Background: an optimization exercise with open tools, aiming at small area. Do not read the settings as production practice. Where RTL was checked, it was by simulation tests only, not by an equivalence proof against the original. No activity file was given, so power comes from the tool's default toggle rates.

==> tundra <==
==> flow/design.v <==
module rf_wbit (input we, input we_n, input q, input wd, output d);
    assign d = ~((we | q) & (we_n | wd));
endmodule
module rf_aoi3 (input [2:0] s, input [2:0] d, output y);
    assign y = ~|(s & d);
endmodule
module rf_rbit (input [30:0] sel, input [30:0] d, output o);
    wire [10:0] y;
    genvar g;
    generate for (g = 0; g < 10; g = g + 1) begin : g_a
        rf_aoi3 u (.s(sel[3*g +: 3]), .d(d[3*g +: 3]), .y(y[g]));
    end endgenerate
    assign y[10] = ~(sel[30] & d[30]);
    assign o = ~&y;
endmodule
module fa_bit (input a, input b, input ci, output s, output co);
    assign s  = a ^ b ^ ci;
    assign co = (a & b) | (ci & (a ^ b));
endmodule
module sel4_bit (input [3:0] s, input [3:0] d, output y);
    assign y = |(s & d);
endmodule
module pc_bit (input pc, input cy, input jump, input a, output d, output cy_out);
    assign d = jump ? a : pc ^ cy;
    assign cy_out = pc & cy;
endmodule
module riscv_core (
    input clk,
    input reset,
    output [31:0] imem_addr,
    input  [31:0] imem_rdata,
    output [31:0] dmem_addr,
    output [31:0] dmem_wdata,
    output [1:0]  dmem_size,
    output        dmem_we,
    input  [31:0] dmem_rdata
);
    reg  [1:0]  ph;       
    reg  [1:0]  pass;     
    reg         clr;      
    reg  [29:0] pc;       
    reg  [31:0] T;        
    reg  [31:0] A;        
    reg         c;        
    reg         z;        
    reg         flag;     
    reg  [31:0] rf [1:31];
    reg         sp;       
    wire [31:0] ins = imem_rdata;
    wire [2:0]  f3  = ins[14:12];
    wire c_lui   = ~ins[6] &  ins[4] &  ins[2] &  ins[5];
    wire c_auipc = ~ins[6] &  ins[4] &  ins[2] & ~ins[5];
    wire c_jal   =  ins[6] &  ins[3];
    wire c_jalr  =  ins[6] & ~ins[3] &  ins[2];
    wire c_br    =  ins[6] & ~ins[2];
    wire c_ld    = ~ins[6] & ~ins[4] & ~ins[5];
    wire c_st    = ~ins[6] & ~ins[4] &  ins[5];
    wire c_opi   = ~ins[6] &  ins[4] & ~ins[2] & ~ins[5];
    wire c_op    = ~ins[6] &  ins[4] & ~ins[2] &  ins[5];
    wire c_alu   = c_opi | c_op;
    wire k_sh    = f3[1:0] == 2'b01;
    wire k_slt   = f3[2:1] == 2'b01;
    reg [31:0] imm;
    always @* begin
        if (c_lui | c_auipc)      imm = {ins[31:12], 12'b0};
        else if (c_jal)           imm = {{12{ins[31]}}, ins[19:12], ins[20], ins[30:21], 1'b0};
        else if (c_br)            imm = {{20{ins[31]}}, ins[7], ins[30:25], ins[11:8], 1'b0};
        else if (c_st)            imm = {{21{ins[31]}}, ins[30:25], ins[11:7]};
        else                      imm = {{21{ins[31]}}, ins[30:20]};
    end
    reg [7:0] imm_b, pc_b, t_b;
    always @* begin
        case (ph)
            2'd0: imm_b = imm[7:0];
            2'd1: imm_b = imm[15:8];
            2'd2: imm_b = imm[23:16];
            default: imm_b = imm[31:24];
        endcase
        case (ph)
            2'd0: pc_b = {pc[5:0], 2'b00};
            2'd1: pc_b = pc[13:6];
            2'd2: pc_b = pc[21:14];
            default: pc_b = pc[29:22];
        endcase
    end
    reg       rs2sel, rzero, opa_pc, inv, ashift, tload, wen, last, fcap;
    reg [1:0] opb;        
    reg [1:0] wsel;       
    always @* begin
        rs2sel = 1'b0; rzero = 1'b0; opa_pc = 1'b0; inv = 1'b0; ashift = 1'b0;
        tload = 1'b0; wen = 1'b0; last = 1'b0; fcap = 1'b0; opb = 2'd0; wsel = 2'd0;
        if (c_lui) begin
            rzero = 1'b1; wen = 1'b1; last = 1'b1;
        end else if (c_auipc) begin
            opa_pc = 1'b1; wen = 1'b1; last = 1'b1;
        end else if (c_jal | c_jalr) begin
            if (pass == 2'd0) begin
                opa_pc = c_jal; ashift = 1'b1;
            end else begin
                opa_pc = 1'b1; opb = 2'd2; wen = 1'b1; last = 1'b1;
            end
        end else if (c_br) begin
            if (pass == 2'd0) begin
                rs2sel = 1'b1; tload = 1'b1; opa_pc = 1'b1; ashift = 1'b1;
            end else begin
                opb = 2'd1; inv = 1'b1; last = 1'b1;
            end
        end else if (c_ld) begin
            if (pass == 2'd0) ashift = 1'b1;
            else begin wsel = 2'd2; wen = 1'b1; last = 1'b1; end
        end else if (c_st) begin
            if (pass == 2'd0) ashift = 1'b1;
            else begin rs2sel = 1'b1; tload = 1'b1; last = 1'b1; end
        end else if (c_opi) begin
            if (k_sh) begin
                if (pass == 2'd0) tload = 1'b1;
                else begin wsel = 2'd1; wen = 1'b1; last = 1'b1; end
            end else if (k_slt) begin
                if (pass == 2'd0) begin inv = 1'b1; fcap = 1'b1; end
                else begin wsel = 2'd3; wen = 1'b1; last = 1'b1; end
            end else begin
                wen = 1'b1; last = 1'b1;
            end
        end else begin  
            if (k_sh) begin
                if (pass == 2'd0) begin rs2sel = 1'b1; opb = 2'd3; ashift = 1'b1; end
                else if (pass == 2'd1) tload = 1'b1;
                else begin wsel = 2'd1; wen = 1'b1; last = 1'b1; end
            end else if (k_slt) begin
                if (pass == 2'd0) begin rs2sel = 1'b1; tload = 1'b1; end
                else if (pass == 2'd1) begin opb = 2'd1; inv = 1'b1; fcap = 1'b1; end
                else begin wsel = 2'd3; wen = 1'b1; last = 1'b1; end
            end else begin
                if (pass == 2'd0) begin rs2sel = 1'b1; tload = 1'b1; end
                else begin opb = 2'd1; inv = ~f3[2] & ins[30]; wen = 1'b1; last = 1'b1; end
            end
        end
    end
    wire [4:0] rsel = rzero ? 5'd0 : rs2sel ? ins[24:20] : ins[19:15];
    wire [30:0] rsel_h;
    wire [7:0]  port_raw;
    genvar gr, gb;
    generate
        for (gr = 1; gr < 32; gr = gr + 1) begin : g_rsel
            assign rsel_h[gr-1] = rsel == gr;
        end
        for (gb = 0; gb < 8; gb = gb + 1) begin : g_rport
            wire [30:0] col;
            for (gr = 1; gr < 32; gr = gr + 1) begin : g_c
                assign col[gr-1] = rf[gr][gb];
            end
            rf_rbit u_r (.sel(rsel_h), .d(col), .o(port_raw[gb]));
        end
    endgenerate
    wire [7:0] port = port_raw ^ {8{sp & (rsel != 5'd0)}};
    wire [7:0] opa  = opa_pc ? pc_b : port;
    wire [7:0] opbv = (opb == 2'd0) ? imm_b :
                      (opb == 2'd1) ? T[7:0] :
                      {5'b0, (opb == 2'd2) & (ph == 2'd0), 2'b00};
    wire       cin  = (ph == 2'd0) ? inv : c;
    wire [7:0] opbx = opbv ^ {8{inv}};
    wire [8:0] acy;
    wire [7:0] sum;
    assign acy[0] = cin;
    genvar ga;
    generate for (ga = 0; ga < 8; ga = ga + 1) begin : g_add
        fa_bit u_fa (.a(opa[ga]), .b(opbx[ga]), .ci(acy[ga]), .s(sum[ga]), .co(acy[ga+1]));
    end endgenerate
    wire       co   = acy[8];
    wire       logic_op = c_alu & f3[2];
    wire [7:0] alu_out = ~logic_op ? sum :
                         (f3[1:0] == 2'b00) ? (opa ^ opbv) :
                         (f3[1:0] == 2'b10) ? (opa | opbv) : (opa & opbv);
    wire uns = c_br ? f3[1] : f3[0];
    wire lt  = (uns | (opa[7] == opbv[7])) ? ~co : opa[7];
    wire eq  = z & (sum == 8'd0);
    wire taken = f3[2] ? (lt ^ f3[0]) : (eq ^ f3[0]);
    wire [4:0] shamt = c_op ? A[4:0] : ins[24:20];
    wire       right = f3[2];
    wire       left  = ~right & (shamt != 5'd0);
    wire [4:0] m     = left ? (5'd0 - shamt) : shamt;    
    wire [1:0] q     = m[4:3];
    wire [2:0] r     = m[2:0];
    wire [3:0] qh    = {q == 2'd3, q == 2'd2, q == 2'd1, q == 2'd0};
    wire [7:0] lo_t, hi_t;
    generate for (ga = 0; ga < 8; ga = ga + 1) begin : g_tap
        sel4_bit u_lo (.s(qh), .d({T[24+ga], T[16+ga], T[8+ga], T[ga]}), .y(lo_t[ga]));
        sel4_bit u_hi (.s(qh), .d({T[ga], T[24+ga], T[16+ga], T[8+ga]}), .y(hi_t[ga]));
    end endgenerate
    wire [1:0] sidx  = 2'd3 - ph;
    wire       sign  = T[sidx*8 + 7];
    wire [2:0] kq    = {1'b0, ph} + {1'b0, q};
    wire       lo_wr = kq >= 3'd4;
    wire       hi_wr = kq >= 3'd3;
    wire [7:0] fill  = {8{right & ins[30] & sign}};
    wire [7:0] lo_b  = (lo_wr ^ left) ? fill : lo_t;
    wire [7:0] hi_b  = (hi_wr ^ left) ? fill : hi_t;
    wire [15:0] win  = {hi_b, lo_b} >> r;
    wire [7:0] sh_out = win[7:0];
    reg [7:0] ld_raw;
    always @* begin
        case (ph)
            2'd0: ld_raw = dmem_rdata[7:0];
            2'd1: ld_raw = dmem_rdata[15:8];
            2'd2: ld_raw = dmem_rdata[23:16];
            default: ld_raw = dmem_rdata[31:24];
        endcase
    end
    wire ld_in  = (ph == 2'd0) | f3[1] | (f3[0] & (ph == 2'd1));
    wire ld_sgn = ~f3[2] & (f3[0] ? dmem_rdata[15] : dmem_rdata[7]);
    wire [7:0] ld_b = ld_in ? ld_raw : {8{ld_sgn}};
    reg [7:0] wd;
    always @* begin
        case (wsel)
            2'd0: wd = alu_out;
            2'd1: wd = sh_out;
            2'd2: wd = ld_b;
            default: wd = {7'b0, flag & (ph == 2'd0)};
        endcase
        if (clr) wd = 8'd0;
    end
    wire [7:0] wdx = wd ^ {8{sp}};
    wire [4:0] rd = ins[11:7];
    wire       pc_end  = (ph == 2'd3) & ~clr & last;
    wire       pc_jump = pc_end & (c_jal | c_jalr | (c_br & taken));
    wire [30:0] pcy; wire [29:0] pc_nx;
    assign pcy[0] = pc_end & ~pc_jump;
    genvar gi;
    generate for (gi = 0; gi < 30; gi = gi + 1) begin : g_inc
        pc_bit u_pc (.pc(pc[gi]), .cy(pcy[gi]), .jump(pc_jump), .a(A[gi+2]), .d(pc_nx[gi]), .cy_out(pcy[gi+1]));
    end endgenerate
    wire       rf_we = wen & ~clr;
    generate
        for (gr = 1; gr < 32; gr = gr + 1) begin : g_rf
            wire       we = clr | (rf_we & (rd == gr));
            wire [7:0] top;
            for (gb = 0; gb < 8; gb = gb + 1) begin : g_w
                rf_wbit u_w (.we(we), .we_n(~we), .q(rf[gr][gb]), .wd(wdx[gb]), .d(top[gb]));
            end
            always @(posedge clk) rf[gr] <= {top, rf[gr][31:8]};
        end
    endgenerate
    always @(posedge clk or posedge reset) begin
        if (reset) begin
            pc <= 30'd0;
        end else begin
            pc <= pc_nx;
        end
    end
    always @(posedge clk or posedge reset) begin
        if (reset) begin
            ph <= 2'd0;
            pass <= 2'd0;
            clr <= 1'b1;
            sp <= 1'b0;
        end else begin
            ph <= ph + 2'd1;
            if (ph == 2'd3) sp <= ~sp;
            if (ph == 2'd3) begin
                if (clr) clr <= 1'b0;
                else if (last)
                    pass <= 2'd0;
                else
                    pass <= pass + 2'd1;
            end
        end
    end
    always @(posedge clk) begin
        c <= co;
        z <= ((ph == 2'd0) | z) & (sum == 8'd0);
        if (fcap & (ph == 2'd3)) flag <= lt;
        if (ashift) A <= {sum, A[31:8]};
        T <= {tload ? port : T[7:0], T[31:8]};
    end
    assign imem_addr  = {pc, 2'b00};
    assign dmem_addr  = A;
    assign dmem_wdata = {port, T[31:8]};
    assign dmem_size  = f3[1:0];
    assign dmem_we    = c_st & (pass == 2'd1) & (ph == 2'd3);
endmodule
==> flow/flow/run.sh <==
#!/bin/bash
# The standard layout, with plain buf_1 cells as the port buffers and a clock tree
# built without dummy loads.
set -euo pipefail
bash standard.sh "BUFFER_PORTS_ARGS=-buffer_cell sky130_fd_sc_hd__buf_1" \
  "CTS_ARGS=-sink_clustering_enable -repair_clock_nets -sink_clustering_size 20 -sink_clustering_max_diameter 60 -buf_list {sky130_fd_sc_hd__clkbuf_4 sky130_fd_sc_hd__clkbuf_8} -dont_use_dummy_load" \
  finish > standard_flow.log 2>&1
==> flow/standard.sh <==
#!/bin/bash
# synth_recipe.tcl (not shown) runs the flow's synth.tcl, then flattens the netlist and writes it again
# the make line also repeats each setting of config.mk as NAME=value (left out here)
make -C /OpenROAD-flow-scripts/flow DESIGN_CONFIG=/design/flow/config.mk WORK_HOME=/design/flow/orfs CLKGATE_MAP_FILE= SYNTH_SCRIPT=/design/flow/synth_recipe.tcl "${@:-finish}"
==> flow/config.mk <==
export PLATFORM = sky130hd
export DESIGN_NAME = riscv_core
export DESIGN_NICKNAME = riscv_core
export VERILOG_FILES = /design/flow/design.v
export SDC_FILE = /design/flow/constraint.sdc
export NUM_CORES = 4
export LEC_CHECK = 0
export ABC_AREA = 0
export CAP_MARGIN = 20
export CORE_MARGIN = 2
export CORE_UTILIZATION = 50
export CTS_BUF_LIST = sky130_fd_sc_hd__clkbuf_4 sky130_fd_sc_hd__clkbuf_8
export CTS_CLUSTER_DIAMETER = 60
export CTS_CLUSTER_SIZE = 20
export SLEW_MARGIN = 20
export SYNTH_HIERARCHICAL = 1
==> flow/constraint.sdc <==
create_clock -name core_clock -period 18.0 [get_ports {clk}]
set_input_delay 3.6000 -clock core_clock [delete_from_list [all_inputs] [get_ports {clk}]]
set_output_delay 3.6000 -clock core_clock [all_outputs]
set_load 0.01 [all_outputs]
==> juniper (differences from tundra) <==
==> flow/design.v, changed modules only <==
module rf_wdec (input a, input b, input clr, output we, output we_n);
    assign we_n = ~(clr | (a & b));
    rf_inv u_i (.a(we_n), .y(we));
endmodule
module rf_inv (input a, output y);
    assign y = ~a;
endmodule
module sel4_bit (input [3:0] s, input [3:0] d, input f, output y);
    assign y = (|(s & d)) | f;
endmodule
module sel2_bit (input s, input s_n, input a, input b, output y);
    assign y = (s & a) | (s_n & b);
endmodule
module pc_bit (input pc, input cy, input jump, input jump_n, input a, output d, output cy_out);
    assign d = (jump & a) | (jump_n & (pc ^ cy));
    assign cy_out = pc & cy;
endmodule
module riscv_core (
    input clk,
    input reset,
    output [31:0] imem_addr,
    input  [31:0] imem_rdata,
    output [31:0] dmem_addr,
    output [31:0] dmem_wdata,
    output [1:0]  dmem_size,
    output        dmem_we,
    input  [31:0] dmem_rdata
);
    reg  [1:0]  ph;       
    reg  [1:0]  pass;     
    reg         clr;      
    reg  [29:0] pc;       
    reg  [31:0] T;        
    reg  [31:0] A;        
    reg         c;        
    reg         z;        
    reg         flag;     
    reg  [31:0] rf [1:31];
    reg         sp;       
    wire [31:0] ins = imem_rdata;
    wire [2:0]  f3  = ins[14:12];
    wire c_lui   = ~ins[6] &  ins[4] &  ins[2] &  ins[5];
    wire c_auipc = ~ins[6] &  ins[4] &  ins[2] & ~ins[5];
    wire c_jal   =  ins[6] &  ins[3];
    wire c_jalr  =  ins[6] & ~ins[3] &  ins[2];
    wire c_br    =  ins[6] & ~ins[2];
    wire c_ld    = ~ins[6] & ~ins[4] & ~ins[5];
    wire c_st    = ~ins[6] & ~ins[4] &  ins[5];
    wire c_opi   = ~ins[6] &  ins[4] & ~ins[2] & ~ins[5];
    wire c_op    = ~ins[6] &  ins[4] & ~ins[2] &  ins[5];
    wire c_alu   = c_opi | c_op;
    wire k_sh    = f3[1:0] == 2'b01;
    wire k_slt   = f3[2:1] == 2'b01;
    wire       t_u  = c_lui | c_auipc;
    wire       t_j  = c_jal;
    wire       t_sb = c_st | c_br;           
    wire       t_i  = ~t_u & ~t_j & ~t_sb;   
    wire       sg   = ins[31];
    wire       q0 = ph == 2'd0, q1 = ph == 2'd1, q2 = ph == 2'd2, q3 = ph == 2'd3;
    wire [7:0] imm_b;
    wire [7:0] ib0 = ({8{t_i}} & ins[27:20]) |
                     ({8{t_sb}} & {ins[27:25], ins[11:8], ins[7] & c_st}) |
                     ({8{t_j}} & {ins[27:21], 1'b0});
    wire [7:0] ib1 = ({8{~t_u & ~t_j}} & {sg, sg, sg, sg, c_br ? ins[7] : sg, ins[30:28]}) |
                     ({8{t_j}} & {ins[15:12], ins[20], ins[30:28]}) |
                     ({8{t_u}} & {ins[15:12], 4'b0000});
    wire [7:0] ib2 = ({8{~t_u & ~t_j}} & {8{sg}}) |
                     ({8{t_j}} & {sg, sg, sg, sg, ins[19:16]}) |
                     ({8{t_u}} & ins[23:16]);
    wire [7:0] ib3 = t_u ? ins[31:24] : {8{sg}};
    assign imm_b = ({8{q0}} & ib0) | ({8{q1}} & ib1) | ({8{q2}} & ib2) | ({8{q3}} & ib3);
    reg [7:0] pc_b;
    always @* begin
        case (ph)
            2'd0: pc_b = {pc[5:0], 2'b00};
            2'd1: pc_b = pc[13:6];
            2'd2: pc_b = pc[21:14];
            default: pc_b = pc[29:22];
        endcase
    end
    reg       rs2sel, rzero, opa_pc, inv, ashift, tload, wen, last, fcap;
    reg [1:0] opb;        
    reg [1:0] wsel;       
    always @* begin
        rs2sel = 1'b0; rzero = 1'b0; opa_pc = 1'b0; inv = 1'b0; ashift = 1'b0;
        tload = 1'b0; wen = 1'b0; last = 1'b0; fcap = 1'b0; opb = 2'd0; wsel = 2'd0;
        if (c_lui) begin
            rzero = 1'b1; wen = 1'b1; last = 1'b1;
        end else if (c_auipc) begin
            opa_pc = 1'b1; wen = 1'b1; last = 1'b1;
        end else if (c_jal | c_jalr) begin
            if (pass == 2'd0) begin
                opa_pc = c_jal; ashift = 1'b1;
            end else begin
                opa_pc = 1'b1; opb = 2'd2; wen = 1'b1; last = 1'b1;
            end
        end else if (c_br) begin
            if (pass == 2'd0) begin
                rs2sel = 1'b1; tload = 1'b1; opa_pc = 1'b1; ashift = 1'b1;
            end else begin
                opb = 2'd1; inv = 1'b1; last = 1'b1;
            end
        end else if (c_ld) begin
            if (pass == 2'd0) ashift = 1'b1;
            else begin wsel = 2'd2; wen = 1'b1; last = 1'b1; end
        end else if (c_st) begin
            if (pass == 2'd0) ashift = 1'b1;
            else begin rs2sel = 1'b1; tload = 1'b1; last = 1'b1; end
        end else if (c_opi) begin
            if (k_sh) begin
                if (pass == 2'd0) tload = 1'b1;
                else begin wsel = 2'd1; wen = 1'b1; last = 1'b1; end
            end else if (k_slt) begin
                if (pass == 2'd0) begin inv = 1'b1; fcap = 1'b1; end
                else begin wsel = 2'd3; wen = 1'b1; last = 1'b1; end
            end else begin
                wen = 1'b1; last = 1'b1;
            end
        end else begin  
            if (k_sh) begin
                if (pass == 2'd0) tload = 1'b1;
                else begin
                    rs2sel = 1'b1; opb = 2'd3; ashift = ph == 2'd0;
                    wsel = 2'd1; wen = 1'b1; last = 1'b1;
                end
            end else if (k_slt) begin
                if (pass == 2'd0) begin rs2sel = 1'b1; tload = 1'b1; end
                else if (pass == 2'd1) begin opb = 2'd1; inv = 1'b1; fcap = 1'b1; end
                else begin wsel = 2'd3; wen = 1'b1; last = 1'b1; end
            end else begin
                if (pass == 2'd0) begin rs2sel = 1'b1; tload = 1'b1; end
                else begin opb = 2'd1; inv = ~f3[2] & ins[30]; wen = 1'b1; last = 1'b1; end
            end
        end
    end
    wire [4:0] rsel = rzero ? 5'd0 : rs2sel ? ins[24:20] : ins[19:15];
    wire [30:0] rsel_h;
    wire [3:0] rs_lo = 4'b0001 << rsel[1:0];
    wire [7:0] rs_hi = 8'b00000001 << rsel[4:2];
    wire [7:0]  port_raw;
    genvar gr, gb;
    generate
        for (gr = 1; gr < 32; gr = gr + 1) begin : g_rsel
            assign rsel_h[gr-1] = rs_lo[gr % 4] & rs_hi[gr / 4];
        end
        for (gb = 0; gb < 8; gb = gb + 1) begin : g_rport
            wire [30:0] col;
            for (gr = 1; gr < 32; gr = gr + 1) begin : g_c
                assign col[gr-1] = rf[gr][gb];
            end
            rf_rbit u_r (.sel(rsel_h), .d(col), .o(port_raw[gb]));
        end
    endgenerate
    wire [7:0] port = port_raw ^ {8{sp & (rsel != 5'd0)}};
    wire [7:0] opa  = opa_pc ? pc_b : port;
    wire [7:0] opbv = (opb == 2'd0) ? imm_b :
                      (opb == 2'd1) ? T[7:0] :
                      {5'b0, (opb == 2'd2) & (ph == 2'd0), 2'b00};
    wire       cin  = (ph == 2'd0) ? inv : c;
    wire [7:0] opbx = opbv ^ {8{inv}};
    wire [8:0] acy;
    wire [7:0] sum;
    assign acy[0] = cin;
    genvar ga;
    generate for (ga = 0; ga < 8; ga = ga + 1) begin : g_add
        fa_bit u_fa (.a(opa[ga]), .b(opbx[ga]), .ci(acy[ga]), .s(sum[ga]), .co(acy[ga+1]));
    end endgenerate
    wire       co   = acy[8];
    wire       logic_op = c_alu & f3[2];
    wire [7:0] alu_out = ~logic_op ? sum :
                         (f3[1:0] == 2'b00) ? (opa ^ opbv) :
                         (f3[1:0] == 2'b10) ? (opa | opbv) : (opa & opbv);
    wire uns = c_br ? f3[1] : f3[0];
    wire lt  = (uns | (opa[7] == opbv[7])) ? ~co : opa[7];
    wire eq  = z & (sum == 8'd0);
    wire taken = f3[2] ? (lt ^ f3[0]) : (eq ^ f3[0]);
    wire [4:0] shamt = ~c_op ? ins[24:20] : (ph == 2'd0) ? port[4:0] : A[28:24];
    wire       right = f3[2];
    wire       left  = ~right & (shamt != 5'd0);
    wire [4:0] m     = left ? (5'd0 - shamt) : shamt;    
    wire [1:0] q     = m[4:3];
    wire [2:0] r     = m[2:0];
    wire [3:0] qh    = {q == 2'd3, q == 2'd2, q == 2'd1, q == 2'd0};
    wire [1:0] sidx  = 2'd3 - ph;
    wire       sign  = T[sidx*8 + 7];
    wire [2:0] kq    = {1'b0, ph} + {1'b0, q};
    wire       lo_wr = kq >= 3'd4;
    wire       hi_wr = kq >= 3'd3;
    wire       fill  = right & ins[30] & sign;
    wire       lo_out = lo_wr ^ left, hi_out = hi_wr ^ left;
    wire [3:0] qlo   = qh & {4{~lo_out}};
    wire [3:0] qhi   = qh & {4{~hi_out}};
    wire [7:0] lo_b, hi_b;
    generate for (ga = 0; ga < 8; ga = ga + 1) begin : g_tap
        sel4_bit u_lo (.s(qlo), .d({T[24+ga], T[16+ga], T[8+ga], T[ga]}), .f(lo_out & fill), .y(lo_b[ga]));
        sel4_bit u_hi (.s(qhi), .d({T[ga], T[24+ga], T[16+ga], T[8+ga]}), .f(hi_out & fill), .y(hi_b[ga]));
    end endgenerate
    wire [15:0] win  = {hi_b, lo_b} >> r;
    wire [7:0] sh_out = win[7:0];
    reg [7:0] ld_raw;
    always @* begin
        case (ph)
            2'd0: ld_raw = dmem_rdata[7:0];
            2'd1: ld_raw = dmem_rdata[15:8];
            2'd2: ld_raw = dmem_rdata[23:16];
            default: ld_raw = dmem_rdata[31:24];
        endcase
    end
    wire ld_in  = (ph == 2'd0) | f3[1] | (f3[0] & (ph == 2'd1));
    wire ld_sgn = ~f3[2] & (f3[0] ? dmem_rdata[15] : dmem_rdata[7]);
    wire [7:0] ld_b = ld_in ? ld_raw : {8{ld_sgn}};
    reg [7:0] wd;
    always @* begin
        case (wsel)
            2'd0: wd = alu_out;
            2'd1: wd = sh_out;
            2'd2: wd = ld_b;
            default: wd = {7'b0, flag & (ph == 2'd0)};
        endcase
        if (clr) wd = 8'd0;
    end
    wire [7:0] wdx = wd ^ {8{sp}};
    wire [4:0] rd = ins[11:7];
    wire [7:0] t_top;
    generate for (ga = 0; ga < 8; ga = ga + 1) begin : g_ttop
        sel2_bit u_t (.s(tload), .s_n(~tload), .a(port[ga]), .b(T[ga]), .y(t_top[ga]));
    end endgenerate
    wire       pc_end  = (ph == 2'd3) & ~clr & last;
    wire       pc_jump = pc_end & (c_jal | c_jalr | (c_br & taken));
    wire [30:0] pcy; wire [29:0] pc_nx;
    assign pcy[0] = pc_end;
    genvar gi;
    generate for (gi = 0; gi < 30; gi = gi + 1) begin : g_inc
        pc_bit u_pc (.pc(pc[gi]), .cy(pcy[gi]), .jump(pc_jump), .jump_n(~pc_jump), .a(A[gi+2]), .d(pc_nx[gi]), .cy_out(pcy[gi+1]));
    end endgenerate
    wire       rf_we = wen & ~clr;
    wire [3:0] rd_lo = {4{rf_we}} & (4'b0001 << rd[1:0]);
    wire [7:0] rd_hi = 8'b00000001 << rd[4:2];
    generate
        for (gr = 1; gr < 32; gr = gr + 1) begin : g_rf
            wire       we, we_n;
            rf_wdec u_d (.a(rd_lo[gr % 4]), .b(rd_hi[gr / 4]), .clr(clr), .we(we), .we_n(we_n));
            wire [7:0] top;
            for (gb = 0; gb < 8; gb = gb + 1) begin : g_w
                rf_wbit u_w (.we(we), .we_n(we_n), .q(rf[gr][gb]), .wd(wdx[gb]), .d(top[gb]));
            end
            always @(posedge clk) rf[gr] <= {top, rf[gr][31:8]};
        end
    endgenerate
    always @(posedge clk or posedge reset) begin
        if (reset) begin
            pc <= 30'd0;
        end else begin
            pc <= pc_nx;
        end
    end
    always @(posedge clk or posedge reset) begin
        if (reset) begin
            ph <= 2'd0;
            pass <= 2'd0;
            clr <= 1'b1;
            sp <= 1'b0;
        end else begin
            ph <= ph + 2'd1;
            if (ph == 2'd3) sp <= ~sp;
            if (ph == 2'd3) begin
                if (clr) clr <= 1'b0;
                else if (last)
                    pass <= 2'd0;
                else
                    pass <= pass + 2'd1;
            end
        end
    end
    always @(posedge clk) begin
        c <= co;
        z <= ((ph == 2'd0) | z) & (sum == 8'd0);
        if (fcap & (ph == 2'd3)) flag <= lt;
        if (ashift) A <= {sum, A[31:8]};
        T <= {t_top, T[31:8]};
    end
    assign imem_addr  = {pc, 2'b00};
    assign dmem_addr  = A;
    assign dmem_wdata = {port, T[31:8]};
    assign dmem_size  = f3[1:0];
    assign dmem_we    = c_st & (pass == 2'd1) & (ph == 2'd3);
endmodule
Settings changed: CORE_UTILIZATION 50 to 55.
==> raven (differences from tundra) <==
--- a/flow/design.v
+++ b/flow/design.v
@@ -226,3 +226,3 @@
     wire [30:0] pcy; wire [29:0] pc_nx;
-    assign pcy[0] = pc_end & ~pc_jump;
+    assign pcy[0] = pc_end;
     genvar gi;
Settings changed: CORE_UTILIZATION 50 to 62.
==> run notes <==
Run status: raven timing/DRC/antenna clean; juniper timing/DRC/antenna clean; tundra timing/DRC/antenna clean
Detail-routed via count per cell: raven 6.13; juniper 5.80; tundra 5.75
Share of the synthesized area in compound gates (AO/OA/AOI/OAI): raven 0.145; juniper 0.152; tundra 0.148
Syn Std Cell Area: raven 0.0310 mm2; juniper 0.0308 mm2; tundra 0.0314 mm2
Utilization after layout: raven 0.676; juniper 0.601; tundra 0.549
Non-clock buffer total of the final layout: raven 191; juniper 190; tundra 212
Chip width: raven 228 um; juniper 241 um; tundra 255 um
Syn-to-layout area delta: raven 7.21%; juniper 7.64%; tundra 8.17%
Via count of the first global-routing pass: raven 18300; juniper 17900; tundra 18900
Insertion delay to the later sink of the worst-skew pair: raven 0.69 ns; juniper 0.71 ns; tundra 0.70 ns
Met2 Wirelength: raven 32800 um; juniper 33000 um; tundra 35500 um
Period Utilization, post-route: raven 0.741; juniper 0.800; tundra 0.968
Post-route standard cell area excluding fillers: raven 0.0332 mm2; juniper 0.0332 mm2; tundra 0.0340 mm2
Routed wirelength normalized by instance count: raven 24.4 um; juniper 23.2 um; tundra 23.3 um
First-pass GRT wire length: raven 114000 um; juniper 111000 um; tundra 117000 um
Critical path fanouts, max: raven 30; juniper 24; tundra 11
Power in sequential cells: raven 3380 uW; juniper 3420 uW; tundra 3350 uW
Function not checked in tundra and juniper: the RTL went through the layout flow alone.

==> afterwards: timing with drivers on the ports <==
The results above use ideal ports. As a check the final layouts listed here were re-extracted and re-timed, cells and wires unchanged. Step 1 (the two cells are an assumption about what drives the block):
set clk [get_ports {clk}]
set_driving_cell -lib_cell sky130_fd_sc_hd__clkbuf_16 $clk
set_driving_cell -lib_cell sky130_fd_sc_hd__buf_2 [delete_from_list [all_inputs] $clk]
Step 2 moves the port delays by t, midway between the first and last clock arrival at a register: inputs arrive t later, outputs are due t later. That takes back most of the time a late clock gives input paths. Slacks: ideal ports / drivers / drivers and shift; pairs: ideal ports / drivers.
run	t, ns	setup WS [ns]	clock arrival spread, ns	worst register clock-pin slew, ns	worst data-port slew with drivers (ns)
tundra	0.692	0.584 / 0.578 / -0.113	0.117 / 0.117	0.12 / 0.12	0.11
juniper	0.718	3.602 / 3.634 / 2.916	0.093 / 0.092	0.12 / 0.12	0.09
raven	0.708	4.666 / 4.660 / 3.952	0.087 / 0.087	0.12 / 0.12	0.11
With both steps, setup timing fails in tundra, where it was met with ideal ports. The setup slack of raven, which loses most, moves by -0.006 ns with the drivers and by -0.714 ns with both steps.
